From an optimization exercise on the open Yosys and OpenROAD flow, aimed at small area and a short achievable clock period; shortcuts taken in it are not production practice. RTL that was checked went through simulation tests only; none was proved equivalent to the original. No functional check of the RTL was part of run 4. Power is estimated from default activity; no workload was simulated.

## flow/design.v (module list and top-level ports; edited modules follow where they fit)
// module logical: 93 lines
// module arithmetic: 151 lines
// module multiplier: 903 lines
// module ALU: 49 lines
module ALU(
input clk,
input [15:0] a, b,
input [3*8:0] op,
output [31:0] out
    );
  // ...
==> flow/flow/run.sh <==
#!/bin/bash
# Layout flow: the standard ORFS flow, with
#  - the generated multiplier, adder and result-select modules mapped gate for gate onto
#    cells (flow/map_cells.py) before synthesis, so Yosys keeps their structure as written;
#  - small port buffers, a small clock tree without dummy loads, and an optional
#    timing-repair slack target.
set -euo pipefail
MARGIN=$(cat flow/margin.txt 2>/dev/null || echo 0)
BUF=$(cat flow/portbuf.txt 2>/dev/null || echo sky130_fd_sc_hd__buf_2)
CTS=$(cat flow/cts_args.txt 2>/dev/null || echo "-sink_clustering_enable -repair_clock_nets")
python3 flow/map_cells.py design.v design_mapped.v > map_cells.log 2>&1
bash standard.sh "VERILOG_FILES=$PWD/design_mapped.v" "BUFFER_PORTS_ARGS=-buffer_cell $BUF" \
  "SETUP_SLACK_MARGIN=$MARGIN" "CTS_ARGS=$CTS" finish > standard.log 2>&1
==> flow/flow/cts_args.txt <==
-buf_list sky130_fd_sc_hd__clkbuf_4 -root_buf sky130_fd_sc_hd__clkbuf_8 -sink_clustering_enable -sink_clustering_size 8 -sink_clustering_max_diameter 60 -dont_use_dummy_load -repair_clock_nets
==> flow/flow/map_cells.py <==
#!/usr/bin/env python3
"""Maps the generated modules of design.v (multiplier, arithmetic, logical) gate for gate onto sky130
cells before synthesis. In those modules each gate is one assign driving a net named KIND_N
(KIND_N_s / KIND_N_c for the sum and carry of an adder); KIND names the cell. Other lines are
kept; the multiplier's product register becomes dfxtp cells named as Yosys names them.
usage: map_cells.py design.v out.v"""
import re, sys

CELL = {
    'inv': ('inv_1', ['A'], ['Y']),
    'nand2': ('nand2_1', ['A', 'B'], ['Y']),
    'nor2': ('nor2_1', ['A', 'B'], ['Y']),
    'fa': ('fa_1', ['A', 'B', 'CIN'], ['SUM', 'COUT']),
    'ha': ('ha_1', ['A', 'B'], ['SUM', 'COUT']),
    'xor2': ('xor2_1', ['A', 'B'], ['X']),
    'xnor2': ('xnor2_1', ['A', 'B'], ['Y']),
    'a21oi': ('a21oi_1', ['A1', 'A2', 'B1'], ['Y']),
    'o21ai': ('o21ai_1', ['A1', 'A2', 'B1'], ['Y']),
    'a222oi': ('a222oi_1', ['A1', 'A2', 'B1', 'B2', 'C1', 'C2'], ['Y']),
    'a22oi': ('a22oi_1', ['A1', 'A2', 'B1', 'B2'], ['Y']),
    'nand3': ('nand3_1', ['A', 'B', 'C'], ['Y']),
    'and2': ('and2_1', ['A', 'B'], ['X']),
    'and2b': ('and2b_1', ['A_N', 'B'], ['X']),
    'nor2b': ('nor2b_1', ['A', 'B_N'], ['Y']),
    'nor3': ('nor3_1', ['A', 'B', 'C'], ['Y']),
    'nor4': ('nor4_1', ['A', 'B', 'C', 'D'], ['Y']),
    'nand4': ('nand4_1', ['A', 'B', 'C', 'D'], ['Y']),
    'a21o': ('a21o_1', ['A1', 'A2', 'B1'], ['X']),
}
# drive strength by fanout inside the module: (fanout at least, cell)
SIZES = {
    'inv': [(4, 'inv_2'), (8, 'inv_4')],
    'nand2': [(4, 'nand2_2')],
    'nor2': [(4, 'nor2_2'), (8, 'nor2_4')],
    'a21oi': [(4, 'a21oi_2'), (8, 'a21oi_4')],
    'o21ai': [(5, 'o21ai_2'), (9, 'o21ai_4')],
    'nor3': [(4, 'nor3_2'), (8, 'nor3_4')],
    'and2': [(4, 'and2_2'), (8, 'and2_4')],
}
IDENT = r'[A-Za-z_][A-Za-z0-9_]*(?:\s*\[\s*\d+\s*\])?'
GATE = re.compile(r'\s*assign\s+((' + '|'.join(CELL) + r')(?:X(\d+))?_(\d+)(?:_([sc]))?)\s*=\s*([^;]*);\s*$')


def map_module(mod):
    gates = {}
    out = []
    for line in mod.split('\n'):
        m = GATE.match(line)
        if not m:
            out.append(line)
            continue
        lhs, kind, size, idx, part, rhs = m.groups()
        ins = []
        for t in re.findall(IDENT, rhs):
            t = re.sub(r'\s+', '', t)
            if t not in ins:
                ins.append(t)
        e = gates.get(idx)
        if e is None:
            e = gates[idx] = {'kind': kind, 'size': size, 'ins': None, 'outs': {}, 'pos': len(out)}
            out.append(None)
        if part in (None, 's'):
            e['ins'] = ins
        e['outs'][part] = lhs
    fanout = {}
    for e in gates.values():
        for s in e['ins']:
            fanout[s] = fanout.get(s, 0) + 1
    for line in out:
        if line is not None and not line.lstrip().startswith('sky130'):
            for t in re.findall(IDENT, line):
                fanout[t] = fanout.get(t, 0) + 1
    for idx, e in gates.items():
        cell, ip, op = CELL[e['kind']]
        outs0 = list(e['outs'].values())
        fo = max(fanout.get(o, 0) for o in outs0)
        for lim, big in SIZES.get(e['kind'], []):
            if fo >= lim:
                cell = big
        if e['size']:
            cell = cell.rsplit('_', 1)[0] + '_' + e['size']
        assert len(e['ins']) == len(ip), (idx, e)
        outs = [e['outs'][None]] if None in e['outs'] else [e['outs']['s'], e['outs']['c']]
        pins = [f'.{p}({s})' for p, s in zip(ip, e['ins'])] + \
               [f'.{p}({s})' for p, s in zip(op, outs)]
        out[e['pos']] = f'sky130_fd_sc_hd__{cell} g{idx} (' + ', '.join(pins) + ');'
    text = '\n'.join(out)
    m = re.search(r'always\s*@\s*\(\s*posedge\s+clk\s*\)\s*C\s*<=\s*prod\s*;', text)
    if m:
        regs = '\n'.join(f'sky130_fd_sc_hd__dfxtp_1 \\C[{c}]$_DFF_P_  (.CLK(clk), .D(prod[{c}]), .Q(C[{c}]));'
                         for c in range(32))
        text = text[:m.start()] + regs + text[m.end():]
        text = re.sub(r'output\s+reg\s+\[31:0\]\s*C', 'output [31:0] C', text)
    return text, len(gates)


src = open(sys.argv[1]).read()
total = 0
for name in ('multiplier', 'arithmetic', 'logical'):
    m = re.search(r'module\s+' + name + r'\s*\(.*?\bendmodule\b', src, re.S)
    if m:
        text, n = map_module(m.group(0))
        src = src[:m.start()] + text + src[m.end():]
        total += n
open(sys.argv[2], 'w').write(src)
print(f'mapped {total} gates', file=sys.stderr)
==> flow/standard.sh <==
#!/bin/bash
# synth_recipe.tcl (not shown) runs the flow's synth.tcl, then flattens the netlist and writes it again
# the make line also repeats each setting of config.mk as NAME=value (left out here)
make -C /OpenROAD-flow-scripts/flow DESIGN_CONFIG=/design/flow/config.mk WORK_HOME=/design/flow/orfs CLKGATE_MAP_FILE= SYNTH_SCRIPT=/design/flow/synth_recipe.tcl "${@:-finish}"
==> flow/config.mk <==
export PLATFORM = sky130hd
export DESIGN_NAME = ALU
export DESIGN_NICKNAME = ALU
export VERILOG_FILES = /design/flow/design.v
export SDC_FILE = /design/flow/constraint.sdc
export NUM_CORES = 4
export LEC_CHECK = 0
export CAP_MARGIN = 20
export CORE_MARGIN = 2
export CORE_UTILIZATION = 40
export SLEW_MARGIN = 20
==> flow/constraint.sdc <==
create_clock -name core_clock -period 28.0 [get_ports {clk}]
set_input_delay 5.6000 -clock core_clock [delete_from_list [all_inputs] [get_ports {clk}]]
set_output_delay 5.6000 -clock core_clock [all_outputs]
set_load 0.01 [all_outputs]
==> results.ini, run 1 <==
[clock_network]
path_clk_slew_ns=0.08
htreeDepth=2
cts_tree=done

[cells_and_area]
final_cells=1343
fill_cells=2239
clk_share_pct=0.696
seq_area_um2=641
signal_buffers=91
final_core_util_pct=43.9
seq_cells=32
buffer_area_share_pct=4.66
drive_above_1_share_pct=16.8

[floorplan]
die-width_um=155
die-area_um2=24100

[logic_synthesis]
synth_edf_count=0
synth-compound-area-share_pct=9.72
ys_top_cells_by_area=fa_1 45%, nor2_1 12%, dfxtp_1 7.0%
synth_largest_area_cell=fa_1
yosysMostFrequentCell=nor2_1
synth.top_cell.area_share_pct=45.1
synth_common_cells=287 x nor2_1, 206 x fa_1, 65 x xor2_1

[power_and_ir_drop]
p_clk_share_pct=26.4
p_sw_uw=61.5
pg_clk_uw=36.9
power_frac_seq_pct=32.5

[timing]
finalCritPeriodShare_pct=49.6
hold_violations=0

[status]
status=finished clean

[global_routing]
grt_remaining_overflow=0
use_met1_pct=31.4
globalRouteMet2Util_pct=40.0

[worst_setup_path]
path_cells=buf_2 -> xor2_1 -> xor2_1 -> nand2_1 -> o21ai_2 -> a21oi_4 -> o21ai_1 -> a21oi_4 -> a22oi_1 -> nand3_1 -> buf_2
critPathKind=in -> out

[place]
port_buffers=89
place_hpwl_um=21000

[routing]
top_layer=met4
antenna_violating_nets_post_route=0
first_iter_violations=683
num_vias=7749

[run]
cap_violations=0

==> module logical, before the edit <==
module logical(input [15:0] a, p, g, s, input [16:0] m, input k_g, k_p, k_a, inv, as, add, left, rol, right, asr, ror, mul, cmp, ne, input [1:0] lt, output [16:0] x);
wire a222oi_20001, xor2_20002, a222oi_20003, a22oi_20004, nand3_20005, a222oi_20006, xor2_20007, a222oi_20008, a22oi_20009, nand3_20010, a222oi_20011, xor2_20012, a222oi_20013, a22oi_20014, nand3_20015, a222oi_20016;
wire xor2_20017, a222oi_20018, a22oi_20019, nand3_20020, a222oi_20021, xor2_20022, a222oi_20023, a22oi_20024, nand3_20025, a222oi_20026, xor2_20027, a222oi_20028, a22oi_20029, nand3_20030, a222oi_20031, xor2_20032;
wire a222oi_20033, a22oi_20034, nand3_20035, a222oi_20036, xor2_20037, a222oi_20038, a22oi_20039, nand3_20040, a222oi_20041, xor2_20042, a222oi_20043, a22oi_20044, nand3_20045, a222oi_20046, xor2_20047, a222oi_20048;
wire a22oi_20049, nand3_20050, a222oi_20051, xor2_20052, a222oi_20053, a22oi_20054, nand3_20055, a222oi_20056, xor2_20057, a222oi_20058, a22oi_20059, nand3_20060, a222oi_20061, xor2_20062, a222oi_20063, a22oi_20064;
wire nand3_20065, a222oi_20066, xor2_20067, a222oi_20068, a22oi_20069, nand3_20070, a222oi_20071, xor2_20072, a222oi_20073, a22oi_20074, nand3_20075, a222oi_20076, xor2_20077, a22oi_20078, a22oi_20079, a22oi_20080;
wire nand4_20081, inv_20082, nor2_20083, a21o_20084;
assign a222oi_20001 = ~((k_g & g[0]) | (k_p & p[0]) | (k_a & a[0]));
assign xor2_20002 = a222oi_20001 ^ inv;
assign a222oi_20003 = ~((as & s[0]) | (rol & a[15]) | (right & a[1]));
assign a22oi_20004 = ~((mul & m[0]) | (cmp & ne));
assign nand3_20005 = ~(a222oi_20003 & a22oi_20004 & xor2_20002);
assign a222oi_20006 = ~((k_g & g[1]) | (k_p & p[1]) | (k_a & a[1]));
assign xor2_20007 = a222oi_20006 ^ inv;
assign a222oi_20008 = ~((as & s[1]) | (left & a[0]) | (right & a[2]));
assign a22oi_20009 = ~((mul & m[1]) | (cmp & lt[0]));
assign nand3_20010 = ~(a222oi_20008 & a22oi_20009 & xor2_20007);
assign a222oi_20011 = ~((k_g & g[2]) | (k_p & p[2]) | (k_a & a[2]));
assign xor2_20012 = a222oi_20011 ^ inv;
assign a222oi_20013 = ~((as & s[2]) | (left & a[1]) | (right & a[3]));
assign a22oi_20014 = ~((mul & m[2]) | (cmp & lt[0]));
assign nand3_20015 = ~(a222oi_20013 & a22oi_20014 & xor2_20012);
assign a222oi_20016 = ~((k_g & g[3]) | (k_p & p[3]) | (k_a & a[3]));
assign xor2_20017 = a222oi_20016 ^ inv;
assign a222oi_20018 = ~((as & s[3]) | (left & a[2]) | (right & a[4]));
assign a22oi_20019 = ~((mul & m[3]) | (cmp & lt[0]));
assign nand3_20020 = ~(a222oi_20018 & a22oi_20019 & xor2_20017);
assign a222oi_20021 = ~((k_g & g[4]) | (k_p & p[4]) | (k_a & a[4]));
assign xor2_20022 = a222oi_20021 ^ inv;
assign a222oi_20023 = ~((as & s[4]) | (left & a[3]) | (right & a[5]));
assign a22oi_20024 = ~((mul & m[4]) | (cmp & lt[0]));
assign nand3_20025 = ~(a222oi_20023 & a22oi_20024 & xor2_20022);
assign a222oi_20026 = ~((k_g & g[5]) | (k_p & p[5]) | (k_a & a[5]));
assign xor2_20027 = a222oi_20026 ^ inv;
assign a222oi_20028 = ~((as & s[5]) | (left & a[4]) | (right & a[6]));
assign a22oi_20029 = ~((mul & m[5]) | (cmp & lt[0]));
assign nand3_20030 = ~(a222oi_20028 & a22oi_20029 & xor2_20027);
assign a222oi_20031 = ~((k_g & g[6]) | (k_p & p[6]) | (k_a & a[6]));
assign xor2_20032 = a222oi_20031 ^ inv;
assign a222oi_20033 = ~((as & s[6]) | (left & a[5]) | (right & a[7]));
assign a22oi_20034 = ~((mul & m[6]) | (cmp & lt[0]));
assign nand3_20035 = ~(a222oi_20033 & a22oi_20034 & xor2_20032);
assign a222oi_20036 = ~((k_g & g[7]) | (k_p & p[7]) | (k_a & a[7]));
assign xor2_20037 = a222oi_20036 ^ inv;
assign a222oi_20038 = ~((as & s[7]) | (left & a[6]) | (right & a[8]));
assign a22oi_20039 = ~((mul & m[7]) | (cmp & lt[0]));
assign nand3_20040 = ~(a222oi_20038 & a22oi_20039 & xor2_20037);
assign a222oi_20041 = ~((k_g & g[8]) | (k_p & p[8]) | (k_a & a[8]));
assign xor2_20042 = a222oi_20041 ^ inv;
assign a222oi_20043 = ~((as & s[8]) | (left & a[7]) | (right & a[9]));
assign a22oi_20044 = ~((mul & m[8]) | (cmp & lt[1]));
assign nand3_20045 = ~(a222oi_20043 & a22oi_20044 & xor2_20042);
assign a222oi_20046 = ~((k_g & g[9]) | (k_p & p[9]) | (k_a & a[9]));
assign xor2_20047 = a222oi_20046 ^ inv;
assign a222oi_20048 = ~((as & s[9]) | (left & a[8]) | (right & a[10]));
assign a22oi_20049 = ~((mul & m[9]) | (cmp & lt[1]));
assign nand3_20050 = ~(a222oi_20048 & a22oi_20049 & xor2_20047);
assign a222oi_20051 = ~((k_g & g[10]) | (k_p & p[10]) | (k_a & a[10]));
assign xor2_20052 = a222oi_20051 ^ inv;
assign a222oi_20053 = ~((as & s[10]) | (left & a[9]) | (right & a[11]));
assign a22oi_20054 = ~((mul & m[10]) | (cmp & lt[1]));
assign nand3_20055 = ~(a222oi_20053 & a22oi_20054 & xor2_20052);
assign a222oi_20056 = ~((k_g & g[11]) | (k_p & p[11]) | (k_a & a[11]));
assign xor2_20057 = a222oi_20056 ^ inv;
assign a222oi_20058 = ~((as & s[11]) | (left & a[10]) | (right & a[12]));
assign a22oi_20059 = ~((mul & m[11]) | (cmp & lt[1]));
assign nand3_20060 = ~(a222oi_20058 & a22oi_20059 & xor2_20057);
assign a222oi_20061 = ~((k_g & g[12]) | (k_p & p[12]) | (k_a & a[12]));
assign xor2_20062 = a222oi_20061 ^ inv;
assign a222oi_20063 = ~((as & s[12]) | (left & a[11]) | (right & a[13]));
assign a22oi_20064 = ~((mul & m[12]) | (cmp & lt[1]));
assign nand3_20065 = ~(a222oi_20063 & a22oi_20064 & xor2_20062);
assign a222oi_20066 = ~((k_g & g[13]) | (k_p & p[13]) | (k_a & a[13]));
assign xor2_20067 = a222oi_20066 ^ inv;
assign a222oi_20068 = ~((as & s[13]) | (left & a[12]) | (right & a[14]));
assign a22oi_20069 = ~((mul & m[13]) | (cmp & lt[1]));
assign nand3_20070 = ~(a222oi_20068 & a22oi_20069 & xor2_20067);
assign a222oi_20071 = ~((k_g & g[14]) | (k_p & p[14]) | (k_a & a[14]));
assign xor2_20072 = a222oi_20071 ^ inv;
assign a222oi_20073 = ~((as & s[14]) | (left & a[13]) | (right & a[15]));
assign a22oi_20074 = ~((mul & m[14]) | (cmp & lt[1]));
assign nand3_20075 = ~(a222oi_20073 & a22oi_20074 & xor2_20072);
assign a222oi_20076 = ~((k_g & g[15]) | (k_p & p[15]) | (k_a & a[15]));
assign xor2_20077 = a222oi_20076 ^ inv;
assign a22oi_20078 = ~((as & s[15]) | (left & a[14]));
assign a22oi_20079 = ~((mul & m[15]) | (cmp & lt[1]));
assign a22oi_20080 = ~((asr & a[15]) | (ror & a[0]));
assign nand4_20081 = ~(a22oi_20078 & a22oi_20079 & a22oi_20080 & xor2_20077);
assign inv_20082 = ~add;
assign nor2_20083 = ~(inv_20082 | lt[0]);
assign a21o_20084 = (mul & m[16]) | nor2_20083;
assign x = {a21o_20084, nand4_20081, nand3_20075, nand3_20070, nand3_20065, nand3_20060, nand3_20055, nand3_20050, nand3_20045, nand3_20040, nand3_20035, nand3_20030, nand3_20025, nand3_20020, nand3_20015, nand3_20010, nand3_20005};
endmodule
==> run 2: changes to the inputs <==
--- a/flow/design.v
+++ b/flow/design.v
@@ -1,90 +1,90 @@
 module logical(input [15:0] a, p, g, s, input [16:0] m, input k_g, k_p, k_a, inv, as, add, left, rol, right, asr, ror, mul, cmp, ne, input [1:0] lt, output [16:0] x);
-wire a222oi_20001, xor2_20002, a222oi_20003, a22oi_20004, nand3_20005, a222oi_20006, xor2_20007, a222oi_20008, a22oi_20009, nand3_20010, a222oi_20011, xor2_20012, a222oi_20013, a22oi_20014, nand3_20015, a222oi_20016;
-wire xor2_20017, a222oi_20018, a22oi_20019, nand3_20020, a222oi_20021, xor2_20022, a222oi_20023, a22oi_20024, nand3_20025, a222oi_20026, xor2_20027, a222oi_20028, a22oi_20029, nand3_20030, a222oi_20031, xor2_20032;
-wire a222oi_20033, a22oi_20034, nand3_20035, a222oi_20036, xor2_20037, a222oi_20038, a22oi_20039, nand3_20040, a222oi_20041, xor2_20042, a222oi_20043, a22oi_20044, nand3_20045, a222oi_20046, xor2_20047, a222oi_20048;
-wire a22oi_20049, nand3_20050, a222oi_20051, xor2_20052, a222oi_20053, a22oi_20054, nand3_20055, a222oi_20056, xor2_20057, a222oi_20058, a22oi_20059, nand3_20060, a222oi_20061, xor2_20062, a222oi_20063, a22oi_20064;
-wire nand3_20065, a222oi_20066, xor2_20067, a222oi_20068, a22oi_20069, nand3_20070, a222oi_20071, xor2_20072, a222oi_20073, a22oi_20074, nand3_20075, a222oi_20076, xor2_20077, a22oi_20078, a22oi_20079, a22oi_20080;
+wire a222oi_20001, xor2_20002, a22oi_20003, a222oi_20004, nand3_20005, a222oi_20006, xor2_20007, a22oi_20008, a222oi_20009, nand3_20010, a222oi_20011, xor2_20012, a22oi_20013, a222oi_20014, nand3_20015, a222oi_20016;
+wire xor2_20017, a22oi_20018, a222oi_20019, nand3_20020, a222oi_20021, xor2_20022, a22oi_20023, a222oi_20024, nand3_20025, a222oi_20026, xor2_20027, a22oi_20028, a222oi_20029, nand3_20030, a222oi_20031, xor2_20032;
+wire a22oi_20033, a222oi_20034, nand3_20035, a222oi_20036, xor2_20037, a22oi_20038, a222oi_20039, nand3_20040, a222oi_20041, xor2_20042, a22oi_20043, a222oi_20044, nand3_20045, a222oi_20046, xor2_20047, a22oi_20048;
+wire a222oi_20049, nand3_20050, a222oi_20051, xor2_20052, a22oi_20053, a222oi_20054, nand3_20055, a222oi_20056, xor2_20057, a22oi_20058, a222oi_20059, nand3_20060, a222oi_20061, xor2_20062, a22oi_20063, a222oi_20064;
+wire nand3_20065, a222oi_20066, xor2_20067, a22oi_20068, a222oi_20069, nand3_20070, a222oi_20071, xor2_20072, a22oi_20073, a222oi_20074, nand3_20075, a222oi_20076, xor2_20077, a22oi_20078, a222oi_20079, nand2_20080;
 wire nand4_20081, inv_20082, nor2_20083, a21o_20084;
 assign a222oi_20001 = ~((k_g & g[0]) | (k_p & p[0]) | (k_a & a[0]));
 assign xor2_20002 = a222oi_20001 ^ inv;
-assign a222oi_20003 = ~((as & s[0]) | (rol & a[15]) | (right & a[1]));
-assign a22oi_20004 = ~((mul & m[0]) | (cmp & ne));
-assign nand3_20005 = ~(a222oi_20003 & a22oi_20004 & xor2_20002);
+assign a22oi_20003 = ~((as & s[0]) | (cmp & ne));
+assign a222oi_20004 = ~((rol & a[15]) | (right & a[1]) | (mul & m[0]));
+assign nand3_20005 = ~(a22oi_20003 & a222oi_20004 & xor2_20002);
 assign a222oi_20006 = ~((k_g & g[1]) | (k_p & p[1]) | (k_a & a[1]));
 assign xor2_20007 = a222oi_20006 ^ inv;
-assign a222oi_20008 = ~((as & s[1]) | (left & a[0]) | (right & a[2]));
-assign a22oi_20009 = ~((mul & m[1]) | (cmp & lt[0]));
-assign nand3_20010 = ~(a222oi_20008 & a22oi_20009 & xor2_20007);
+assign a22oi_20008 = ~((as & s[1]) | (cmp & lt[0]));
+assign a222oi_20009 = ~((left & a[0]) | (right & a[2]) | (mul & m[1]));
+assign nand3_20010 = ~(a22oi_20008 & a222oi_20009 & xor2_20007);
 assign a222oi_20011 = ~((k_g & g[2]) | (k_p & p[2]) | (k_a & a[2]));
 assign xor2_20012 = a222oi_20011 ^ inv;
-assign a222oi_20013 = ~((as & s[2]) | (left & a[1]) | (right & a[3]));
-assign a22oi_20014 = ~((mul & m[2]) | (cmp & lt[0]));
-assign nand3_20015 = ~(a222oi_20013 & a22oi_20014 & xor2_20012);
+assign a22oi_20013 = ~((as & s[2]) | (cmp & lt[0]));
+assign a222oi_20014 = ~((left & a[1]) | (right & a[3]) | (mul & m[2]));
+assign nand3_20015 = ~(a22oi_20013 & a222oi_20014 & xor2_20012);
 assign a222oi_20016 = ~((k_g & g[3]) | (k_p & p[3]) | (k_a & a[3]));
 assign xor2_20017 = a222oi_20016 ^ inv;
-assign a222oi_20018 = ~((as & s[3]) | (left & a[2]) | (right & a[4]));
-assign a22oi_20019 = ~((mul & m[3]) | (cmp & lt[0]));
-assign nand3_20020 = ~(a222oi_20018 & a22oi_20019 & xor2_20017);
+assign a22oi_20018 = ~((as & s[3]) | (cmp & lt[0]));
+assign a222oi_20019 = ~((left & a[2]) | (right & a[4]) | (mul & m[3]));
+assign nand3_20020 = ~(a22oi_20018 & a222oi_20019 & xor2_20017);
 assign a222oi_20021 = ~((k_g & g[4]) | (k_p & p[4]) | (k_a & a[4]));
 assign xor2_20022 = a222oi_20021 ^ inv;
-assign a222oi_20023 = ~((as & s[4]) | (left & a[3]) | (right & a[5]));
-assign a22oi_20024 = ~((mul & m[4]) | (cmp & lt[0]));
-assign nand3_20025 = ~(a222oi_20023 & a22oi_20024 & xor2_20022);
+assign a22oi_20023 = ~((as & s[4]) | (cmp & lt[0]));
+assign a222oi_20024 = ~((left & a[3]) | (right & a[5]) | (mul & m[4]));
+assign nand3_20025 = ~(a22oi_20023 & a222oi_20024 & xor2_20022);
 assign a222oi_20026 = ~((k_g & g[5]) | (k_p & p[5]) | (k_a & a[5]));
 assign xor2_20027 = a222oi_20026 ^ inv;
-assign a222oi_20028 = ~((as & s[5]) | (left & a[4]) | (right & a[6]));
-assign a22oi_20029 = ~((mul & m[5]) | (cmp & lt[0]));
-assign nand3_20030 = ~(a222oi_20028 & a22oi_20029 & xor2_20027);
+assign a22oi_20028 = ~((as & s[5]) | (cmp & lt[0]));
+assign a222oi_20029 = ~((left & a[4]) | (right & a[6]) | (mul & m[5]));
+assign nand3_20030 = ~(a22oi_20028 & a222oi_20029 & xor2_20027);
 assign a222oi_20031 = ~((k_g & g[6]) | (k_p & p[6]) | (k_a & a[6]));
 assign xor2_20032 = a222oi_20031 ^ inv;
-assign a222oi_20033 = ~((as & s[6]) | (left & a[5]) | (right & a[7]));
-assign a22oi_20034 = ~((mul & m[6]) | (cmp & lt[0]));
-assign nand3_20035 = ~(a222oi_20033 & a22oi_20034 & xor2_20032);
+assign a22oi_20033 = ~((as & s[6]) | (cmp & lt[0]));
+assign a222oi_20034 = ~((left & a[5]) | (right & a[7]) | (mul & m[6]));
+assign nand3_20035 = ~(a22oi_20033 & a222oi_20034 & xor2_20032);
 assign a222oi_20036 = ~((k_g & g[7]) | (k_p & p[7]) | (k_a & a[7]));
 assign xor2_20037 = a222oi_20036 ^ inv;
-assign a222oi_20038 = ~((as & s[7]) | (left & a[6]) | (right & a[8]));
-assign a22oi_20039 = ~((mul & m[7]) | (cmp & lt[0]));
-assign nand3_20040 = ~(a222oi_20038 & a22oi_20039 & xor2_20037);
+assign a22oi_20038 = ~((as & s[7]) | (cmp & lt[0]));
+assign a222oi_20039 = ~((left & a[6]) | (right & a[8]) | (mul & m[7]));
+assign nand3_20040 = ~(a22oi_20038 & a222oi_20039 & xor2_20037);
 assign a222oi_20041 = ~((k_g & g[8]) | (k_p & p[8]) | (k_a & a[8]));
 assign xor2_20042 = a222oi_20041 ^ inv;
-assign a222oi_20043 = ~((as & s[8]) | (left & a[7]) | (right & a[9]));
-assign a22oi_20044 = ~((mul & m[8]) | (cmp & lt[1]));
-assign nand3_20045 = ~(a222oi_20043 & a22oi_20044 & xor2_20042);
+assign a22oi_20043 = ~((as & s[8]) | (cmp & lt[1]));
+assign a222oi_20044 = ~((left & a[7]) | (right & a[9]) | (mul & m[8]));
+assign nand3_20045 = ~(a22oi_20043 & a222oi_20044 & xor2_20042);
 assign a222oi_20046 = ~((k_g & g[9]) | (k_p & p[9]) | (k_a & a[9]));
 assign xor2_20047 = a222oi_20046 ^ inv;
-assign a222oi_20048 = ~((as & s[9]) | (left & a[8]) | (right & a[10]));
-assign a22oi_20049 = ~((mul & m[9]) | (cmp & lt[1]));
-assign nand3_20050 = ~(a222oi_20048 & a22oi_20049 & xor2_20047);
+assign a22oi_20048 = ~((as & s[9]) | (cmp & lt[1]));
+assign a222oi_20049 = ~((left & a[8]) | (right & a[10]) | (mul & m[9]));
+assign nand3_20050 = ~(a22oi_20048 & a222oi_20049 & xor2_20047);
 assign a222oi_20051 = ~((k_g & g[10]) | (k_p & p[10]) | (k_a & a[10]));
 assign xor2_20052 = a222oi_20051 ^ inv;
-assign a222oi_20053 = ~((as & s[10]) | (left & a[9]) | (right & a[11]));
-assign a22oi_20054 = ~((mul & m[10]) | (cmp & lt[1]));
-assign nand3_20055 = ~(a222oi_20053 & a22oi_20054 & xor2_20052);
+assign a22oi_20053 = ~((as & s[10]) | (cmp & lt[1]));
+assign a222oi_20054 = ~((left & a[9]) | (right & a[11]) | (mul & m[10]));
+assign nand3_20055 = ~(a22oi_20053 & a222oi_20054 & xor2_20052);
 assign a222oi_20056 = ~((k_g & g[11]) | (k_p & p[11]) | (k_a & a[11]));
 assign xor2_20057 = a222oi_20056 ^ inv;
-assign a222oi_20058 = ~((as & s[11]) | (left & a[10]) | (right & a[12]));
-assign a22oi_20059 = ~((mul & m[11]) | (cmp & lt[1]));
-assign nand3_20060 = ~(a222oi_20058 & a22oi_20059 & xor2_20057);
+assign a22oi_20058 = ~((as & s[11]) | (cmp & lt[1]));
+assign a222oi_20059 = ~((left & a[10]) | (right & a[12]) | (mul & m[11]));
+assign nand3_20060 = ~(a22oi_20058 & a222oi_20059 & xor2_20057);
 assign a222oi_20061 = ~((k_g & g[12]) | (k_p & p[12]) | (k_a & a[12]));
 assign xor2_20062 = a222oi_20061 ^ inv;
-assign a222oi_20063 = ~((as & s[12]) | (left & a[11]) | (right & a[13]));
-assign a22oi_20064 = ~((mul & m[12]) | (cmp & lt[1]));
-assign nand3_20065 = ~(a222oi_20063 & a22oi_20064 & xor2_20062);
+assign a22oi_20063 = ~((as & s[12]) | (cmp & lt[1]));
+assign a222oi_20064 = ~((left & a[11]) | (right & a[13]) | (mul & m[12]));
+assign nand3_20065 = ~(a22oi_20063 & a222oi_20064 & xor2_20062);
 assign a222oi_20066 = ~((k_g & g[13]) | (k_p & p[13]) | (k_a & a[13]));
 assign xor2_20067 = a222oi_20066 ^ inv;
-assign a222oi_20068 = ~((as & s[13]) | (left & a[12]) | (right & a[14]));
-assign a22oi_20069 = ~((mul & m[13]) | (cmp & lt[1]));
-assign nand3_20070 = ~(a222oi_20068 & a22oi_20069 & xor2_20067);
+assign a22oi_20068 = ~((as & s[13]) | (cmp & lt[1]));
+assign a222oi_20069 = ~((left & a[12]) | (right & a[14]) | (mul & m[13]));
+assign nand3_20070 = ~(a22oi_20068 & a222oi_20069 & xor2_20067);
 assign a222oi_20071 = ~((k_g & g[14]) | (k_p & p[14]) | (k_a & a[14]));
 assign xor2_20072 = a222oi_20071 ^ inv;
-assign a222oi_20073 = ~((as & s[14]) | (left & a[13]) | (right & a[15]));
-assign a22oi_20074 = ~((mul & m[14]) | (cmp & lt[1]));
-assign nand3_20075 = ~(a222oi_20073 & a22oi_20074 & xor2_20072);
+assign a22oi_20073 = ~((as & s[14]) | (cmp & lt[1]));
+assign a222oi_20074 = ~((left & a[13]) | (right & a[15]) | (mul & m[14]));
+assign nand3_20075 = ~(a22oi_20073 & a222oi_20074 & xor2_20072);
 assign a222oi_20076 = ~((k_g & g[15]) | (k_p & p[15]) | (k_a & a[15]));
 assign xor2_20077 = a222oi_20076 ^ inv;
-assign a22oi_20078 = ~((as & s[15]) | (left & a[14]));
-assign a22oi_20079 = ~((mul & m[15]) | (cmp & lt[1]));
-assign a22oi_20080 = ~((asr & a[15]) | (ror & a[0]));
-assign nand4_20081 = ~(a22oi_20078 & a22oi_20079 & a22oi_20080 & xor2_20077);
+assign a22oi_20078 = ~((as & s[15]) | (cmp & lt[1]));
+assign a222oi_20079 = ~((left & a[14]) | (asr & a[15]) | (mul & m[15]));
+assign nand2_20080 = ~(ror & a[0]);
+assign nand4_20081 = ~(a22oi_20078 & a222oi_20079 & nand2_20080 & xor2_20077);
 assign inv_20082 = ~add;
 assign nor2_20083 = ~(inv_20082 | lt[0]);
--- a/flow/config.mk
+++ b/flow/config.mk
@@ -6,4 +6,5 @@
 export NUM_CORES = 4
 export LEC_CHECK = 0
+export ABC_CLOCK_PERIOD_IN_PS = 1500
 export CAP_MARGIN = 20
 export CORE_MARGIN = 2
==> results.ini, run 2 <==
[clock_network]
htreeDepth=2  ; unchanged
cts_tree=done
path_clk_slew_ns=0.09  ; about the same
cts_max_path_buffers=2
root_buffer=clkbuf_8
numCtsBuffers=5
cts.repair.resized=0
holdBufCountCts=0
clock-sinks=32
post_cts_buffers=0

[cells_and_area]
area_growth_pct=8.26
mostFrequentLayoutCells=287 x nor2_1, 206 x fa_1, 89 x buf_2
layout_commonest_cell=nor2_1
largest_reg_flops=32
drive_above_1_share_pct=16.9  ; +0.079 points
num_antenna_cells=0
fill_cells=2207  ; -1.4%
top_register=M.C
largestRegisters=M.C: 32 flops
final_core_util_pct=44.0  ; about the same
finalNetCount=1341

[logic_synthesis]
netlist-cell-type-count=48
synth_ff_type=dfxtp_1
yosysMostFrequentCell=nor2_1
syn_area_per_cell_um2=9.31
synth_common_cells=287 x nor2_1, 206 x fa_1, 65 x xor2_1
synth_nets=1261
yosys_warnings=0
synth_area_um2=9140
synth.top_cell.area_share_pct=45.1  ; about the same
synth_edf_count=0  ; unchanged
async_reset_ff_share_pct=0
netlist_instances=981
yosysSeqAreaShare_pct=7.01
ys_seq_elements=32
synth_largest_area_cell=fa_1
ys_top_cells_by_area=fa_1 45%, nor2_1 12%, dfxtp_1 7.0%

[global_routing]
grt_remaining_overflow=0  ; unchanged
grt_pass1_wl_um=45800
grt_max_degree=33
antenna_found_initial=1
grt_pass1_vias=8117
grt_usage_pct=24.8

[routing]
avgRoutedWirePerCell_um=21.2
antenna_violating_nets_post_route=0  ; unchanged
drt-pass1-iter-count=9
first_iter_violations=750  ; +9.8%
vias_per_cell=5.81
remaining_drc_errors=0
num_vias=7803  ; +0.70%
wl_um=28500

[timing]
slew_headroom_pct=45.8
finalWorstPathRequiredPeriod_ns=13.86
hold_violations=0  ; unchanged
slew_violations=0
tightestPinTransition_ns=0.813
setup_viol=0
tns_ns=0
finalCritPeriodShare_pct=49.5  ; -0.14 points
rsz0062_at_grt=no
max_freq_ghz=0.0722

[worst_setup_path]
worstPathArrival_ns=8.26
worstPathMaxFanout=9
critPathLaunchType=input port
critPathCaptureType=output pin
critPathKind=in -> out
worst_ep_required_time_ns=22.40

[floorplan]
die-width_um=155  ; about the same
num_rows=55
core_area_um2=22500
ioPinCount=90
die-area_um2=24100  ; about the same
initial_core_util_pct=40.6
fp.dieH_um=155

[run]
cap_violations=0  ; unchanged

[power_and_ir_drop]
leakagePower_nw=5.08
irDropWorstVdd_v=0.0000130
power_density_nw_per_um2=14.4
power_uw=143

[place]
place_hpwl_um=21000  ; +0.32%
gp_congestion=0.894
port_buffers=89  ; unchanged

[status]
status=finished clean

[worst_hold_path]
hold_class=in -> reg

-- run 2: cell types whose count changed in the layout (fill, tap and decap cells not counted) --
cell / delta
a222oi_1: +1
a22oi_1: -2
buf_4: +1
nand2_1: +1
-- run 2: metal layers --
layer | track usage, % | up-vias | routed length [µm]
met2 | 41.0 | 375 | 13400
met4 | 9.13 | 0 | 964
met1 | 33.0 | 3961 | 11700
met3 | 4.12 | 56 | 2360
li1 | - | 3411 | -
met5 | 0 | - | 0
-- run 2: cell families (layout without fill, tap and decap cells) --
group           after synthesis  in the layout  synth area share [%]
simple gates                440            440                  22.3
flops                        32             32                  7.01
xor+xnor                    102            102                  9.78
buf+inv                      65            143                  3.89
fa+ha+maj                   222            222                  47.3
compound gates              120            120                  9.67
-- run 2: final cells by class --
class                           count  area (µm²)  area share [%]
Sequential cell                    32         641            6.48
Inverter                           46         213            2.15
Multi-Input combinational cell    884        8140            82.3
Timing Repair Buffer               92         468            4.73
Tap cell                          285         357            3.61
Clock buffer                        5        68.8           0.696
-- run 2: worst paths after layout --
kind,startpoint,to,slack [ns],cells past startpoint
worst max-delay path,a[1],out[16],14.14,11
worst min-delay path,a[0],M.C[0]$_DFF_P_,5.75,3
-- run 2: per-stage QoR --
stage / hold WS (ns) / setup WS, ns / cell area, µm² / instances
detailed placement: 6.07 / 14.21 / 9820 / 1339
global route: 5.76 / 14.04 / 9890 / 1344
finish: 5.75 / 14.14 / 9890 / 1344
global placement: 6.06 / 14.25 / 9820 / 1339
CTS: 5.72 / 14.19 / 9890 / 1344
floorplan: 5.77 / 14.30 / 9140 / 981
-- run 2: worst max-delay path, cell delays in order --
cell and delay, ns:
buf_2 0.15, xor2_1 0.34, xor2_1 0.38, nand2_1 0.12
o21ai_2 0.34, a21oi_4 0.16, o21ai_1 0.44, a21oi_4 0.18
nor2_1 0.25, a21o_1 0.15, buf_2 0.13
-- run 2: power breakdown --
| group | switching [mW] | internal [mW] |
|---|---|---|
| Sequential | 0.00000000261 | 0.0455 |
| Combinational | 0.0412 | 0.0169 |
| Clock | 0.0229 | 0.0162 |
| Total | 0.0641 | 0.0785 |
==> run 3: changes to the inputs <==
--- a/flow/config.mk
+++ b/flow/config.mk
@@ -6,5 +6,4 @@
 export NUM_CORES = 4
 export LEC_CHECK = 0
-export ABC_CLOCK_PERIOD_IN_PS = 1500
 export CAP_MARGIN = 20
 export CORE_MARGIN = 2
==> results.ini, run 3 <==
[worst_setup_path]
worst_ep_required_time_ns=22.40  ; about the same
worstPathArrival_ns=8.26  ; about the same
critPathCaptureType=output pin
worstPathMaxFanout=9  ; unchanged
critPathKind=in -> out
crit_start=a[1]
critPathLaunchType=input port

[place]
dp.cells=1339  ; unchanged
port_buffers=89  ; unchanged
place_hpwl_um=21000  ; unchanged
place_worst_setup_slack_ns=14.21  ; unchanged
gp_congestion=0.894  ; unchanged

[power_and_ir_drop]
p_clk_share_pct=27.4  ; about the same
p_comb_share_pct=40.7  ; about the same
p_sw_share_pct=45.0  ; unchanged
irDropWorstVdd_v=0.0000130  ; unchanged
p_sw_uw=64.1  ; unchanged
power_uw=143  ; unchanged
power_density_nw_per_um2=14.4  ; unchanged
power_frac_seq_pct=31.9  ; about the same
internal_power_uw=78.5  ; unchanged
leakagePower_nw=5.08  ; unchanged

[global_routing]
grt_remaining_overflow=0  ; unchanged
grt_usage_pct=24.8  ; unchanged
antenna_found_initial=1  ; unchanged
grt_pass1_wl_um=45800  ; unchanged
grt_max_degree=33  ; unchanged
grt_pass1_vias=8117  ; unchanged

[logic_synthesis]
synth_common_cells=287 x nor2_1, 206 x fa_1, 65 x xor2_1
yosysMostFrequentCell=nor2_1
netlist-cell-type-count=48  ; unchanged
ys_seq_elements=32  ; unchanged
synth.top_cell.area_share_pct=45.1  ; unchanged
synth_fa_ha_area_share_pct=47.3  ; unchanged
async_reset_ff_share_pct=0  ; unchanged
synth_xor_area_share_pct=9.78  ; unchanged
synth_area_um2=9140  ; unchanged
netlist_instances=981  ; unchanged
synth-compound-area-share_pct=9.67  ; unchanged
synth_nets=1261  ; unchanged
yosysSeqAreaShare_pct=7.01  ; unchanged
syn_area_per_cell_um2=9.31  ; unchanged
synth_top_family_by_area=adder cells
synthSimpleGateAreaFrac_pct=22.3  ; unchanged
yosys_warnings=0  ; unchanged
ys_top_cells_by_area=fa_1 45%, nor2_1 12%, dfxtp_1 7.0%
synth_ff_type=dfxtp_1
synth_edf_count=0  ; unchanged
synthMuxAreaShare_pct=0  ; unchanged
synth_largest_area_cell=fa_1

[clock_network]
holdBufCountCts=0  ; unchanged
cts_tree=done
cts.repair.resized=0  ; unchanged
post_cts_buffers=0  ; unchanged
cts_max_path_buffers=2  ; unchanged
clock-sinks=32  ; unchanged
htreeDepth=2  ; unchanged
root_buffer=clkbuf_8
path_clk_slew_ns=0.09  ; about the same
numCtsBuffers=5  ; unchanged

[routing]
first_iter_violations=750  ; unchanged
wl_um=28500  ; unchanged
vias_per_cell=5.81  ; unchanged
remaining_drc_errors=0  ; unchanged
avgRoutedWirePerCell_um=21.2  ; unchanged
num_vias=7803  ; unchanged
antenna_violating_nets_post_route=0  ; unchanged
drt-pass1-iter-count=9  ; unchanged

[cells_and_area]
area_growth_pct=8.26  ; unchanged
largest_reg_flops=32  ; unchanged
largestRegisters=M.C: 32 flops
finalNetCount=1341  ; unchanged
layout_commonest_cell=nor2_1
final_core_util_pct=44.0  ; unchanged
drive_above_1_share_pct=16.9  ; unchanged
mostFrequentLayoutCells=287 x nor2_1, 206 x fa_1, 89 x buf_2
top_register=M.C
final_cells=1344  ; unchanged
num_antenna_cells=0  ; unchanged

[floorplan]
die-area_um2=24100  ; unchanged
fp.dieH_um=155  ; unchanged
core_area_um2=22500  ; unchanged
die-width_um=155  ; unchanged
num_rows=55  ; unchanged
initial_core_util_pct=40.6  ; unchanged
ioPinCount=90  ; unchanged

[timing]
slew_headroom_pct=45.8  ; unchanged
hold_violations=0  ; unchanged
setup_viol=0  ; unchanged
slew_violations=0  ; unchanged
worst_slack_ns=14.14  ; unchanged
rsz0062_at_grt=no
tightestPinTransition_ns=0.813  ; unchanged
max_freq_ghz=0.0722  ; unchanged
finalCritPeriodShare_pct=49.5  ; unchanged
finalWorstPathRequiredPeriod_ns=13.86  ; unchanged
tns_ns=0  ; unchanged

[run]
cap_violations=0  ; unchanged

[worst_hold_path]
hold_class=in -> reg
hp-start=a[0]

[status]
status=finished clean

-- run 3: worst max-delay path, cell delays in order --
cell     delay, ns
buf_2         0.15
xor2_1        0.34
xor2_1        0.38
nand2_1       0.12
o21ai_2       0.34
a21oi_4       0.16
o21ai_1       0.44
a21oi_4       0.18
nor2_1        0.25
a21o_1        0.15
buf_2         0.13
-- run 3: final timing paths --
kind                          to  cells after the start
hold / removal    M.C[0]$_DFF_P_                      3
setup / recovery         out[16]                     11
-- run 3: cell type report --
cell class	instances	area, µm²
fill	2207	12600
multi-input combinational	884	8140
sequential	32	641
timing repair buffer	92	468
tap	285	357
inverter	46	213
clock buffer	5	68.8
-- run 3: power groups by stage --
stage               Clock [mW]  Combinational, mW  Sequential (mW)
finish                  0.0391             0.0581           0.0455
global route            0.0409             0.0628           0.0455
CTS                     0.0405             0.0570           0.0455
floorplan                    0             0.0366           0.0465
detailed placement           0             0.0568           0.0465
global placement             0             0.0572           0.0465
-- run 3: stage by stage --
stage               cell area, µm²  hold slack (ns)
global route                  9890             5.76
floorplan                     9140             5.77
CTS                           9890             5.72
finish                        9890             5.75
detailed placement            9820             6.07
global placement              9820             6.06
-- run 3: logic make-up after synthesis --
| family | Yosys count |
|---|---|
| AOI/OAI and AO/OA | 120 |
| xor gates and xnor gates | 102 |
| adders and majority gates | 222 |
| buffers and inverters | 65 |
| DFF | 32 |
| and+or+nand+nor | 440 |
-- run 3: layer usage --
layer	vias to the layer above	global-route usage [%]	part of all wire, %
li1	3411	-	-
met1	3961	33.0	41
met3	56	4.12	8.3
met4	0	9.13	3.4
met2	375	41.0	47
met5	-	0	0
==> run 4: changes to the inputs <==
--- a/flow/design.v
+++ b/flow/design.v
@@ -1,94 +1,101 @@
 module logical(input [15:0] a, p, g, s, input [16:0] m, input k_g, k_p, k_a, inv, as, add, left, rol, right, asr, ror, mul, cmp, ne, input [1:0] lt, output [16:0] x);
-wire a222oi_20001, xor2_20002, a22oi_20003, a222oi_20004, nand3_20005, a222oi_20006, xor2_20007, a22oi_20008, a222oi_20009, nand3_20010, a222oi_20011, xor2_20012, a22oi_20013, a222oi_20014, nand3_20015, a222oi_20016;
-wire xor2_20017, a22oi_20018, a222oi_20019, nand3_20020, a222oi_20021, xor2_20022, a22oi_20023, a222oi_20024, nand3_20025, a222oi_20026, xor2_20027, a22oi_20028, a222oi_20029, nand3_20030, a222oi_20031, xor2_20032;
-wire a22oi_20033, a222oi_20034, nand3_20035, a222oi_20036, xor2_20037, a22oi_20038, a222oi_20039, nand3_20040, a222oi_20041, xor2_20042, a22oi_20043, a222oi_20044, nand3_20045, a222oi_20046, xor2_20047, a22oi_20048;
-wire a222oi_20049, nand3_20050, a222oi_20051, xor2_20052, a22oi_20053, a222oi_20054, nand3_20055, a222oi_20056, xor2_20057, a22oi_20058, a222oi_20059, nand3_20060, a222oi_20061, xor2_20062, a22oi_20063, a222oi_20064;
-wire nand3_20065, a222oi_20066, xor2_20067, a22oi_20068, a222oi_20069, nand3_20070, a222oi_20071, xor2_20072, a22oi_20073, a222oi_20074, nand3_20075, a222oi_20076, xor2_20077, a22oi_20078, a222oi_20079, nand2_20080;
-wire nand4_20081, inv_20082, nor2_20083, a21o_20084;
-assign a222oi_20001 = ~((k_g & g[0]) | (k_p & p[0]) | (k_a & a[0]));
-assign xor2_20002 = a222oi_20001 ^ inv;
-assign a22oi_20003 = ~((as & s[0]) | (cmp & ne));
-assign a222oi_20004 = ~((rol & a[15]) | (right & a[1]) | (mul & m[0]));
-assign nand3_20005 = ~(a22oi_20003 & a222oi_20004 & xor2_20002);
-assign a222oi_20006 = ~((k_g & g[1]) | (k_p & p[1]) | (k_a & a[1]));
-assign xor2_20007 = a222oi_20006 ^ inv;
-assign a22oi_20008 = ~((as & s[1]) | (cmp & lt[0]));
-assign a222oi_20009 = ~((left & a[0]) | (right & a[2]) | (mul & m[1]));
-assign nand3_20010 = ~(a22oi_20008 & a222oi_20009 & xor2_20007);
-assign a222oi_20011 = ~((k_g & g[2]) | (k_p & p[2]) | (k_a & a[2]));
-assign xor2_20012 = a222oi_20011 ^ inv;
-assign a22oi_20013 = ~((as & s[2]) | (cmp & lt[0]));
-assign a222oi_20014 = ~((left & a[1]) | (right & a[3]) | (mul & m[2]));
-assign nand3_20015 = ~(a22oi_20013 & a222oi_20014 & xor2_20012);
-assign a222oi_20016 = ~((k_g & g[3]) | (k_p & p[3]) | (k_a & a[3]));
-assign xor2_20017 = a222oi_20016 ^ inv;
-assign a22oi_20018 = ~((as & s[3]) | (cmp & lt[0]));
-assign a222oi_20019 = ~((left & a[2]) | (right & a[4]) | (mul & m[3]));
-assign nand3_20020 = ~(a22oi_20018 & a222oi_20019 & xor2_20017);
-assign a222oi_20021 = ~((k_g & g[4]) | (k_p & p[4]) | (k_a & a[4]));
-assign xor2_20022 = a222oi_20021 ^ inv;
-assign a22oi_20023 = ~((as & s[4]) | (cmp & lt[0]));
-assign a222oi_20024 = ~((left & a[3]) | (right & a[5]) | (mul & m[4]));
-assign nand3_20025 = ~(a22oi_20023 & a222oi_20024 & xor2_20022);
-assign a222oi_20026 = ~((k_g & g[5]) | (k_p & p[5]) | (k_a & a[5]));
-assign xor2_20027 = a222oi_20026 ^ inv;
-assign a22oi_20028 = ~((as & s[5]) | (cmp & lt[0]));
-assign a222oi_20029 = ~((left & a[4]) | (right & a[6]) | (mul & m[5]));
-assign nand3_20030 = ~(a22oi_20028 & a222oi_20029 & xor2_20027);
-assign a222oi_20031 = ~((k_g & g[6]) | (k_p & p[6]) | (k_a & a[6]));
-assign xor2_20032 = a222oi_20031 ^ inv;
-assign a22oi_20033 = ~((as & s[6]) | (cmp & lt[0]));
-assign a222oi_20034 = ~((left & a[5]) | (right & a[7]) | (mul & m[6]));
-assign nand3_20035 = ~(a22oi_20033 & a222oi_20034 & xor2_20032);
-assign a222oi_20036 = ~((k_g & g[7]) | (k_p & p[7]) | (k_a & a[7]));
-assign xor2_20037 = a222oi_20036 ^ inv;
-assign a22oi_20038 = ~((as & s[7]) | (cmp & lt[0]));
-assign a222oi_20039 = ~((left & a[6]) | (right & a[8]) | (mul & m[7]));
-assign nand3_20040 = ~(a22oi_20038 & a222oi_20039 & xor2_20037);
-assign a222oi_20041 = ~((k_g & g[8]) | (k_p & p[8]) | (k_a & a[8]));
-assign xor2_20042 = a222oi_20041 ^ inv;
-assign a22oi_20043 = ~((as & s[8]) | (cmp & lt[1]));
-assign a222oi_20044 = ~((left & a[7]) | (right & a[9]) | (mul & m[8]));
-assign nand3_20045 = ~(a22oi_20043 & a222oi_20044 & xor2_20042);
-assign a222oi_20046 = ~((k_g & g[9]) | (k_p & p[9]) | (k_a & a[9]));
-assign xor2_20047 = a222oi_20046 ^ inv;
-assign a22oi_20048 = ~((as & s[9]) | (cmp & lt[1]));
-assign a222oi_20049 = ~((left & a[8]) | (right & a[10]) | (mul & m[9]));
-assign nand3_20050 = ~(a22oi_20048 & a222oi_20049 & xor2_20047);
-assign a222oi_20051 = ~((k_g & g[10]) | (k_p & p[10]) | (k_a & a[10]));
-assign xor2_20052 = a222oi_20051 ^ inv;
-assign a22oi_20053 = ~((as & s[10]) | (cmp & lt[1]));
-assign a222oi_20054 = ~((left & a[9]) | (right & a[11]) | (mul & m[10]));
-assign nand3_20055 = ~(a22oi_20053 & a222oi_20054 & xor2_20052);
-assign a222oi_20056 = ~((k_g & g[11]) | (k_p & p[11]) | (k_a & a[11]));
-assign xor2_20057 = a222oi_20056 ^ inv;
-assign a22oi_20058 = ~((as & s[11]) | (cmp & lt[1]));
-assign a222oi_20059 = ~((left & a[10]) | (right & a[12]) | (mul & m[11]));
-assign nand3_20060 = ~(a22oi_20058 & a222oi_20059 & xor2_20057);
-assign a222oi_20061 = ~((k_g & g[12]) | (k_p & p[12]) | (k_a & a[12]));
-assign xor2_20062 = a222oi_20061 ^ inv;
-assign a22oi_20063 = ~((as & s[12]) | (cmp & lt[1]));
-assign a222oi_20064 = ~((left & a[11]) | (right & a[13]) | (mul & m[12]));
-assign nand3_20065 = ~(a22oi_20063 & a222oi_20064 & xor2_20062);
-assign a222oi_20066 = ~((k_g & g[13]) | (k_p & p[13]) | (k_a & a[13]));
-assign xor2_20067 = a222oi_20066 ^ inv;
-assign a22oi_20068 = ~((as & s[13]) | (cmp & lt[1]));
-assign a222oi_20069 = ~((left & a[12]) | (right & a[14]) | (mul & m[13]));
-assign nand3_20070 = ~(a22oi_20068 & a222oi_20069 & xor2_20067);
-assign a222oi_20071 = ~((k_g & g[14]) | (k_p & p[14]) | (k_a & a[14]));
-assign xor2_20072 = a222oi_20071 ^ inv;
-assign a22oi_20073 = ~((as & s[14]) | (cmp & lt[1]));
-assign a222oi_20074 = ~((left & a[13]) | (right & a[15]) | (mul & m[14]));
-assign nand3_20075 = ~(a22oi_20073 & a222oi_20074 & xor2_20072);
-assign a222oi_20076 = ~((k_g & g[15]) | (k_p & p[15]) | (k_a & a[15]));
-assign xor2_20077 = a222oi_20076 ^ inv;
-assign a22oi_20078 = ~((as & s[15]) | (cmp & lt[1]));
-assign a222oi_20079 = ~((left & a[14]) | (asr & a[15]) | (mul & m[15]));
-assign nand2_20080 = ~(ror & a[0]);
-assign nand4_20081 = ~(a22oi_20078 & a222oi_20079 & nand2_20080 & xor2_20077);
-assign inv_20082 = ~add;
-assign nor2_20083 = ~(inv_20082 | lt[0]);
-assign a21o_20084 = (mul & m[16]) | nor2_20083;
-assign x = {a21o_20084, nand4_20081, nand3_20075, nand3_20070, nand3_20065, nand3_20060, nand3_20055, nand3_20050, nand3_20045, nand3_20040, nand3_20035, nand3_20030, nand3_20025, nand3_20020, nand3_20015, nand3_20010, nand3_20005};
+wire inv_20001, inv_20002, inv_20003, inv_20004, inv_20005, inv_20006, inv_20007, a222oi_20008, xnor2_20009, a22oi_20010, a222oi_20011, nand3_20012, a222oi_20013, xnor2_20014, a22oi_20015, a222oi_20016;
+wire nand3_20017, a222oi_20018, xnor2_20019, a22oi_20020, a222oi_20021, nand3_20022, a222oi_20023, xnor2_20024, a22oi_20025, a222oi_20026, nand3_20027, a222oi_20028, xnor2_20029, a22oi_20030, a222oi_20031, nand3_20032;
+wire a222oi_20033, xnor2_20034, a22oi_20035, a222oi_20036, nand3_20037, a222oi_20038, xnor2_20039, a22oi_20040, a222oi_20041, nand3_20042, a222oi_20043, xnor2_20044, a22oi_20045, a222oi_20046, nand3_20047, a222oi_20048;
+wire xnor2_20049, a22oi_20050, a222oi_20051, nand3_20052, a222oi_20053, xnor2_20054, a22oi_20055, a222oi_20056, nand3_20057, a222oi_20058, xnor2_20059, a22oi_20060, a222oi_20061, nand3_20062, a222oi_20063, xnor2_20064;
+wire a22oi_20065, a222oi_20066, nand3_20067, a222oi_20068, xnor2_20069, a22oi_20070, a222oi_20071, nand3_20072, a222oi_20073, xnor2_20074, a22oi_20075, a222oi_20076, nand3_20077, a222oi_20078, xnor2_20079, a22oi_20080;
+wire a222oi_20081, nand3_20082, a222oi_20083, xnor2_20084, a22oi_20085, a222oi_20086, nand2_20087, nand4_20088, inv_20089, nor2_20090, a21o_20091;
+assign inv_20001 = ~k_g;
+assign inv_20002 = ~inv_20001;
+assign inv_20003 = ~k_p;
+assign inv_20004 = ~inv_20003;
+assign inv_20005 = ~k_a;
+assign inv_20006 = ~inv_20005;
+assign inv_20007 = ~inv;
+assign a222oi_20008 = ~((inv_20002 & g[0]) | (inv_20004 & p[0]) | (inv_20006 & a[0]));
+assign xnor2_20009 = ~(a222oi_20008 ^ inv_20007);
+assign a22oi_20010 = ~((as & s[0]) | (cmp & ne));
+assign a222oi_20011 = ~((rol & a[15]) | (right & a[1]) | (mul & m[0]));
+assign nand3_20012 = ~(a22oi_20010 & a222oi_20011 & xnor2_20009);
+assign a222oi_20013 = ~((inv_20002 & g[1]) | (inv_20004 & p[1]) | (inv_20006 & a[1]));
+assign xnor2_20014 = ~(a222oi_20013 ^ inv_20007);
+assign a22oi_20015 = ~((as & s[1]) | (cmp & lt[0]));
+assign a222oi_20016 = ~((left & a[0]) | (right & a[2]) | (mul & m[1]));
+assign nand3_20017 = ~(a22oi_20015 & a222oi_20016 & xnor2_20014);
+assign a222oi_20018 = ~((inv_20002 & g[2]) | (inv_20004 & p[2]) | (inv_20006 & a[2]));
+assign xnor2_20019 = ~(a222oi_20018 ^ inv_20007);
+assign a22oi_20020 = ~((as & s[2]) | (cmp & lt[0]));
+assign a222oi_20021 = ~((left & a[1]) | (right & a[3]) | (mul & m[2]));
+assign nand3_20022 = ~(a22oi_20020 & a222oi_20021 & xnor2_20019);
+assign a222oi_20023 = ~((inv_20002 & g[3]) | (inv_20004 & p[3]) | (inv_20006 & a[3]));
+assign xnor2_20024 = ~(a222oi_20023 ^ inv_20007);
+assign a22oi_20025 = ~((as & s[3]) | (cmp & lt[0]));
+assign a222oi_20026 = ~((left & a[2]) | (right & a[4]) | (mul & m[3]));
+assign nand3_20027 = ~(a22oi_20025 & a222oi_20026 & xnor2_20024);
+assign a222oi_20028 = ~((inv_20002 & g[4]) | (inv_20004 & p[4]) | (inv_20006 & a[4]));
+assign xnor2_20029 = ~(a222oi_20028 ^ inv_20007);
+assign a22oi_20030 = ~((as & s[4]) | (cmp & lt[0]));
+assign a222oi_20031 = ~((left & a[3]) | (right & a[5]) | (mul & m[4]));
+assign nand3_20032 = ~(a22oi_20030 & a222oi_20031 & xnor2_20029);
+assign a222oi_20033 = ~((inv_20002 & g[5]) | (inv_20004 & p[5]) | (inv_20006 & a[5]));
+assign xnor2_20034 = ~(a222oi_20033 ^ inv_20007);
+assign a22oi_20035 = ~((as & s[5]) | (cmp & lt[0]));
+assign a222oi_20036 = ~((left & a[4]) | (right & a[6]) | (mul & m[5]));
+assign nand3_20037 = ~(a22oi_20035 & a222oi_20036 & xnor2_20034);
+assign a222oi_20038 = ~((inv_20002 & g[6]) | (inv_20004 & p[6]) | (inv_20006 & a[6]));
+assign xnor2_20039 = ~(a222oi_20038 ^ inv_20007);
+assign a22oi_20040 = ~((as & s[6]) | (cmp & lt[0]));
+assign a222oi_20041 = ~((left & a[5]) | (right & a[7]) | (mul & m[6]));
+assign nand3_20042 = ~(a22oi_20040 & a222oi_20041 & xnor2_20039);
+assign a222oi_20043 = ~((inv_20002 & g[7]) | (inv_20004 & p[7]) | (inv_20006 & a[7]));
+assign xnor2_20044 = ~(a222oi_20043 ^ inv_20007);
+assign a22oi_20045 = ~((as & s[7]) | (cmp & lt[0]));
+assign a222oi_20046 = ~((left & a[6]) | (right & a[8]) | (mul & m[7]));
+assign nand3_20047 = ~(a22oi_20045 & a222oi_20046 & xnor2_20044);
+assign a222oi_20048 = ~((inv_20002 & g[8]) | (inv_20004 & p[8]) | (inv_20006 & a[8]));
+assign xnor2_20049 = ~(a222oi_20048 ^ inv_20007);
+assign a22oi_20050 = ~((as & s[8]) | (cmp & lt[1]));
+assign a222oi_20051 = ~((left & a[7]) | (right & a[9]) | (mul & m[8]));
+assign nand3_20052 = ~(a22oi_20050 & a222oi_20051 & xnor2_20049);
+assign a222oi_20053 = ~((inv_20002 & g[9]) | (inv_20004 & p[9]) | (inv_20006 & a[9]));
+assign xnor2_20054 = ~(a222oi_20053 ^ inv_20007);
+assign a22oi_20055 = ~((as & s[9]) | (cmp & lt[1]));
+assign a222oi_20056 = ~((left & a[8]) | (right & a[10]) | (mul & m[9]));
+assign nand3_20057 = ~(a22oi_20055 & a222oi_20056 & xnor2_20054);
+assign a222oi_20058 = ~((inv_20002 & g[10]) | (inv_20004 & p[10]) | (inv_20006 & a[10]));
+assign xnor2_20059 = ~(a222oi_20058 ^ inv_20007);
+assign a22oi_20060 = ~((as & s[10]) | (cmp & lt[1]));
+assign a222oi_20061 = ~((left & a[9]) | (right & a[11]) | (mul & m[10]));
+assign nand3_20062 = ~(a22oi_20060 & a222oi_20061 & xnor2_20059);
+assign a222oi_20063 = ~((inv_20002 & g[11]) | (inv_20004 & p[11]) | (inv_20006 & a[11]));
+assign xnor2_20064 = ~(a222oi_20063 ^ inv_20007);
+assign a22oi_20065 = ~((as & s[11]) | (cmp & lt[1]));
+assign a222oi_20066 = ~((left & a[10]) | (right & a[12]) | (mul & m[11]));
+assign nand3_20067 = ~(a22oi_20065 & a222oi_20066 & xnor2_20064);
+assign a222oi_20068 = ~((inv_20002 & g[12]) | (inv_20004 & p[12]) | (inv_20006 & a[12]));
+assign xnor2_20069 = ~(a222oi_20068 ^ inv_20007);
+assign a22oi_20070 = ~((as & s[12]) | (cmp & lt[1]));
+assign a222oi_20071 = ~((left & a[11]) | (right & a[13]) | (mul & m[12]));
+assign nand3_20072 = ~(a22oi_20070 & a222oi_20071 & xnor2_20069);
+assign a222oi_20073 = ~((inv_20002 & g[13]) | (inv_20004 & p[13]) | (inv_20006 & a[13]));
+assign xnor2_20074 = ~(a222oi_20073 ^ inv_20007);
+assign a22oi_20075 = ~((as & s[13]) | (cmp & lt[1]));
+assign a222oi_20076 = ~((left & a[12]) | (right & a[14]) | (mul & m[13]));
+assign nand3_20077 = ~(a22oi_20075 & a222oi_20076 & xnor2_20074);
+assign a222oi_20078 = ~((inv_20002 & g[14]) | (inv_20004 & p[14]) | (inv_20006 & a[14]));
+assign xnor2_20079 = ~(a222oi_20078 ^ inv_20007);
+assign a22oi_20080 = ~((as & s[14]) | (cmp & lt[1]));
+assign a222oi_20081 = ~((left & a[13]) | (right & a[15]) | (mul & m[14]));
+assign nand3_20082 = ~(a22oi_20080 & a222oi_20081 & xnor2_20079);
+assign a222oi_20083 = ~((inv_20002 & g[15]) | (inv_20004 & p[15]) | (inv_20006 & a[15]));
+assign xnor2_20084 = ~(a222oi_20083 ^ inv_20007);
+assign a22oi_20085 = ~((as & s[15]) | (cmp & lt[1]));
+assign a222oi_20086 = ~((left & a[14]) | (asr & a[15]) | (mul & m[15]));
+assign nand2_20087 = ~(ror & a[0]);
+assign nand4_20088 = ~(a22oi_20085 & a222oi_20086 & nand2_20087 & xnor2_20084);
+assign inv_20089 = ~add;
+assign nor2_20090 = ~(inv_20089 | lt[0]);
+assign a21o_20091 = (mul & m[16]) | nor2_20090;
+assign x = {a21o_20091, nand4_20088, nand3_20082, nand3_20077, nand3_20072, nand3_20067, nand3_20062, nand3_20057, nand3_20052, nand3_20047, nand3_20042, nand3_20037, nand3_20032, nand3_20027, nand3_20022, nand3_20017, nand3_20012};
 endmodule
 module arithmetic(input [15:0] A, input [15:0] nA, input [15:0] B, input o1, output [15:0] S, output [1:0] lt, output [15:0] p, output [15:0] g);
==> results.ini, run 4 <==
[cells_and_area]
final_cells=1361  ; +1.3%
seq_area_um2=641  ; unchanged
largest_reg_flops=32  ; unchanged
mostFrequentLayoutCells=286 x nor2_1, 206 x fa_1, 89 x buf_2
multi_input_area_um2=8160  ; +0.22%
drive_above_1_share_pct=16.1  ; -0.81 points
top_register=M.C
finalNetCount=1357  ; +1.2%
largestRegisters=M.C: 32 flops
area_growth_pct=8.56
fill_cells=2214  ; +0.32%
layout_commonest_cell=nor2_1

[logic_synthesis]
synth_common_cells=286 x nor2_1, 206 x fa_1, 52 x xnor2_1
synth_ff_type=dfxtp_1
async_reset_ff_share_pct=0  ; unchanged
ys_seq_elements=32  ; unchanged
ys_top_cells_by_area=fa_1 45%, nor2_1 12%, dfxtp_1 7.0%
netlist_instances=995  ; +1.4%
syn_area_per_cell_um2=9.23  ; -0.89%
yosysMostFrequentCell=nor2_1
yosysSeqAreaShare_pct=6.98  ; -0.036 points
synth.top_cell.area_share_pct=44.9  ; -0.23 points
yosys_warnings=0  ; unchanged
synth_largest_area_cell=fa_1
synth_area_um2=9180  ; +0.52%
synth_edf_count=0  ; unchanged
netlist-cell-type-count=51  ; +6.3%
synth_nets=1275  ; +1.1%

[power_and_ir_drop]
leakagePower_nw=5.08  ; -0.13%
power_uw=142  ; -0.42%
irDropWorstVdd_v=0.0000125  ; -4.2%
power_density_nw_per_um2=14.2  ; -1.2%

[place]
place_worst_setup_slack_ns=14.02  ; -0.188 ns
dp.cells=1355  ; +1.2%
port_buffers=89  ; unchanged
place_hpwl_um=21100  ; +0.34%
gp_congestion=0.921  ; +3.1%

[timing]
worst_slack_ns=14.00  ; -0.138 ns
setup_viol=0  ; unchanged
hold_violations=0  ; unchanged
tightestPinTransition_ns=0.633  ; -0.180 ns
rsz0062_at_grt=no
max_freq_ghz=0.0714  ; -0.99%
slew_headroom_pct=57.6  ; +12 points
slew_violations=0  ; unchanged
tns_ns=0  ; unchanged
finalCritPeriodShare_pct=50.0  ; +0.49 points
finalWorstPathRequiredPeriod_ns=14.00  ; +0.138 ns

[clock_network]
cts_tree=done
cts_max_path_buffers=2  ; unchanged
post_cts_buffers=0  ; unchanged
numCtsBuffers=5  ; unchanged
holdBufCountCts=0  ; unchanged
path_clk_slew_ns=0.08  ; about the same
cts.repair.resized=0  ; unchanged
root_buffer=clkbuf_8
htreeDepth=2  ; unchanged
clock-sinks=32  ; unchanged

[global_routing]
grt_pass1_wl_um=45600  ; -0.51%
grt_max_degree=33  ; unchanged
antenna_found_initial=2  ; +1
grt_remaining_overflow=0  ; unchanged
grt_pass1_vias=8093  ; -0.30%
grt_usage_pct=24.3  ; -0.51 points

[routing]
vias_per_cell=5.82  ; +0.26%
antenna_violating_nets_post_route=0  ; unchanged
remaining_drc_errors=0  ; unchanged
num_vias=7922  ; +1.5%
avgRoutedWirePerCell_um=20.7  ; -2.2%
drt-pass1-iter-count=6  ; -3
first_iter_violations=736  ; -1.9%
wl_um=28200  ; -0.93%

[floorplan]
ioPinCount=90  ; unchanged
die-area_um2=24200  ; +0.51%
initial_core_util_pct=40.7  ; +0.087 points
num_rows=55  ; unchanged
fp.dieH_um=156  ; +0.25%
core_area_um2=22600  ; +0.31%
die-width_um=156  ; +0.25%

[worst_setup_path]
worstPathMaxFanout=9  ; unchanged
crit_start=a[1]
critPathLaunchType=input port
worst_ep_required_time_ns=22.40  ; about the same
critPathKind=in -> out
critPathCaptureType=output pin
critPathCapture=out[16]
worstPathArrival_ns=8.40  ; +0.14 ns

[run]
cap_violations=0  ; unchanged

[worst_hold_path]
hold_class=in -> reg

[status]
status=finished clean

run 4: worst max-delay path: stages:
cell and delay (ns):
buf_2 0.18, xor2_1 0.35, xor2_1 0.36, nand2_1 0.12, o21ai_2 0.36, a21oi_4 0.17
o21ai_1 0.46, a21oi_4 0.18, nor2_1 0.37, a21o_1 0.13, buf_2 0.12
run 4: worst min path at each step:
stage / startpoint / end / slack, ns / cells after the start
2_1_floorplan: a[0] / M.C[0]$_DFF_P_ / 5.77 / 2
3_5_place_dp: a[0] / M.C[0]$_DFF_P_ / 6.08 / 3
5_1_grt: a[0] / M.C[0]$_DFF_P_ / 5.79 / 3
6_report: a[0] / M.C[0]$_DFF_P_ / 5.76 / 3
3_3_place_gp: a[0] / M.C[0]$_DFF_P_ / 6.06 / 3
4_1_cts: a[0] / M.C[0]$_DFF_P_ / 5.74 / 3
run 4: cell type report:
cell class              instances  area share, %
diodes                          1         0.0251
clock buffers                   5          0.690
inverters                      53           2.50
multi-input cells             890           81.9
flip-flops and latches         32           6.43
well taps                     285           3.58
repair buffers                 95           4.92
run 4: power by group:
group	internal, mW	switching, mW
sequential	0.0455	0.00000000238
combinational	0.0168	0.0415
clock	0.0161	0.0220
run 4: kinds of logic (layout without fill, tap and decap cells):
| kind of cell | count (synthesis) | count (layout) | share of synthesized area (%) |
|---|---|---|---|
| AOI/OAI and AO/OA | 120 | 120 | 9.75 |
| xor gates and xnor gates | 102 | 102 | 9.73 |
| adders and majority gates | 222 | 222 | 47.1 |
| buffers and inverters | 73 | 153 | 4.24 |
| DFF | 32 | 32 | 6.98 |
| other | 0 | 1 | 0 |
| and+or+nand+nor | 446 | 446 | 22.2 |
run 4: through the flow:
stage,hold slack [ns],cell area (µm²),util (%)
floorplan,5.77,9180,-
global placement,6.06,9900,43.9
detailed placement,6.08,9900,43.9
CTS,5.74,9970,44.2
global route,5.79,9970,44.2
finish,5.76,9970,44.2
run 4: metal layers:
| metal | vias up | global-route usage [%] | routed length, µm |
|---|---|---|---|
| met5 | - | 0 | 0 |
| met4 | 0 | 7.51 | 845 |
| met2 | 427 | 39.3 | 13100 |
| met3 | 50 | 4.54 | 2540 |
| met1 | 3963 | 33.3 | 11700 |
| li1 | 3482 | - | - |

Re-timed with assumed drivers on the ports (clkbuf_16 on the clock, buf_2 on other inputs), run 4 has 13.973 ns of setup slack against 14.004 ns with ideal ports, and 13.973 ns once port delays also move by the mid clock arrival of 0.358 ns.
